This is an optimization exercise on Yosys and OpenROAD, whose aim is small area, a short achievable clock period and few clock cycles per item, not a production implementation. Only simulation tests tie the RTL to the original design; equivalence was not proved. The flow treats the clock pin as an ideal source. Dropping or thinning the clock tree relies on that and would not hold on a real chip. No activity file was given, so power comes from the tool's default toggle rates.

Setup of oak:
## SquareRoot
module SquareRoot(outdata,checkflag,clk,rst,start,indata);
 input wire clk;
 input wire rst;
 input wire start;
 input wire [31:0] indata;
 output reg [15:0] outdata;    
 output reg checkflag;
 reg [13:0] h;       
 reg [15:0] r;       
 reg        neg;     
 reg        busy;
 reg [6:0]  j;       
 reg        late;    
 wire last = j[6] & ~j[5];       
 wire [15:0] m;
 assign m[1:0] = 2'b11;
 genvar k;
 generate
    for (k = 2; k <= 8; k = k + 1) begin : mlo
        assign m[k] = j[k-2] | late;
    end
    for (k = 9; k <= 14; k = k + 1) begin : mhi
        assign m[k] = late & ~j[k-9];
    end
 endgenerate
 assign m[15] = 1'b0;
 wire [17:0] sum = {r, h[13], outdata[15]} + {(outdata & m) ^ {16{~neg}}, 2'b11};
 function [4:0] first2;
    input [3:0] n;
    begin
    case (n)
    4'd0:  first2 = {2'd0, 3'd0};
    4'd1:  first2 = {2'd1, 3'd0};
    4'd2:  first2 = {2'd1, 3'd1};
  ...
Size in the first run: roughly 350 cells after synthesis, ~52 I/O pins, ~0.0028 sq mm of cells after synthesis.
Settings: LEC_CHECK=0, ABC_AREA=1, CAP_MARGIN=20, CORE_MARGIN=2, CORE_UTILIZATION=50, SETUP_SLACK_MARGIN=5, SLEW_MARGIN=20; clock period 8.5 ns.
standard.sh (not shown) runs the stock make flow with config.mk's settings and CLKGATE_MAP_FILE= SYNTH_SCRIPT=/design/flow/synth_recipe.tcl, a recipe that flattens the netlist after the stock synthesis.
==> flow/flow/run.sh <==
#!/bin/bash
set -euo pipefail
MARGIN=$(cat flow/margin.txt)
export PRE_CTS_TCL="$PWD/flow/pre_cts.tcl"
bash standard.sh "SYNTH_SCRIPT=$PWD/flow/synth.tcl" \
  "BUFFER_PORTS_ARGS=-buffer_cell sky130_fd_sc_hd__buf_1" \
  "SETUP_SLACK_MARGIN=$MARGIN" "PRE_CTS_TCL=$PRE_CTS_TCL" finish > standard.log 2>&1
==> flow/flow/abc.script <==
strash
dch -f
map -a
topo
stime -c
buffer -c
upsize -c
dnsize -c
==> flow/flow/margin.txt <==
6.1
==> flow/flow/synth.tcl <==
# The standard synthesis (synth_recipe.tcl, which keeps the registers and
# their names), with ABC given flow/abc.script instead of ORFS's script.
set ::own_abc_script [file join [file dirname [file normalize [info script]]] abc.script]
proc abc {args} {
  set i [lsearch -exact $args -script]
  if {$i >= 0} { lset args [expr {$i + 1}] $::own_abc_script }
  yosys abc {*}$args
}
source [file join [file dirname [file dirname [file normalize [info script]]]] synth_recipe.tcl]
Other scripts of this flow, unchanged in this note and not shown: flow/flow/pre_cts.tcl
Testbench counts of oak, summed over its fixed seeds: cycles 30,720, ops 2,048.
What pine does differently from oak at the input level:
- CORE_UTILIZATION now 75, was 50
- ABC_AREA no longer set, was 1
diff --git a/flow/flow/run.sh b/flow/flow/run.sh
--- a/flow/flow/run.sh
+++ b/flow/flow/run.sh
@@ -5,2 +5 @@
-bash standard.sh "SYNTH_SCRIPT=$PWD/flow/synth.tcl" \
-  "BUFFER_PORTS_ARGS=-buffer_cell sky130_fd_sc_hd__buf_1" \
+bash standard.sh "BUFFER_PORTS_ARGS=-buffer_cell sky130_fd_sc_hd__buf_1" \
==> flow/flow/margin.txt <==
5.8
removed: flow/flow/abc.script
removed: flow/flow/synth.tcl
==> comparison <==
- Going from oak to pine, final area shrinks by about 2.3%.
- Taking pine over oak, the instance count of the mapped netlist ratio works out to 0.912.
- Final worst slack, oak and pine: higher on oak
- oak ended up with reg -> reg as its critical path start-end classification; pine ended up with in -> reg.
- As of pine, post-placement cell count had fallen by more than 10% compared to oak.
- In the reports for oak and pine, the smaller number of buffers added for setup after CTS belongs to pine.
- Post-synthesis mux area share came out higher on pine than on oak.
- [compare] base=oak new=pine: area occupied by registers dropped 36 sq um, total design power climbed about 8%.
- A standard cell with the maximum stage delay on the critical path of sky130_fd_sc_hd__dfxtp_4 is what oak shows, while sky130_fd_sc_hd__ha_1 belongs to pine.
- Placed wire-length estimate after detailed placement of pine exceeds that of oak by a little under 10%.
- The signed area change from the synthesized netlist to the final layout of pine falls short of that of oak by 12 points.
- Wire length on met3 of pine falls short of that of oak slightly.
In every run of this note, the design's own scripts or RTL, not TritonCTS, make the clock network.

[port drivers added, routing unchanged]
No port has a modelled driver above. Below, the same layouts with a new extraction and two added sets of constraints.
Step 1 assumes that a clkbuf_16 drives the clock port and a buf_2 every other input.
Step 2 times the ports against the registers' clock, not the clock port: input delays grow and output delays shrink by t, the midpoint of the rising clock arrivals with the driver on.
a / b / c = ideal / step 1 / step 2; a / b = the first two.
run | t, ns | setup WS [ns] | hold WS [ns] | worst setup path at the end
oak | 0.210 | 6.046 / 6.046 / 5.916 | 0.433 / 0.433 / 0.433 | input to register
pine | 0.211 | 5.926 / 5.952 / 5.740 | 0.452 / 0.452 / 0.452 | input to register
After both steps every run listed still meets setup and hold. The setup slack of pine, which loses most, moves by +0.026 ns with the drivers and by -0.186 ns with both steps.
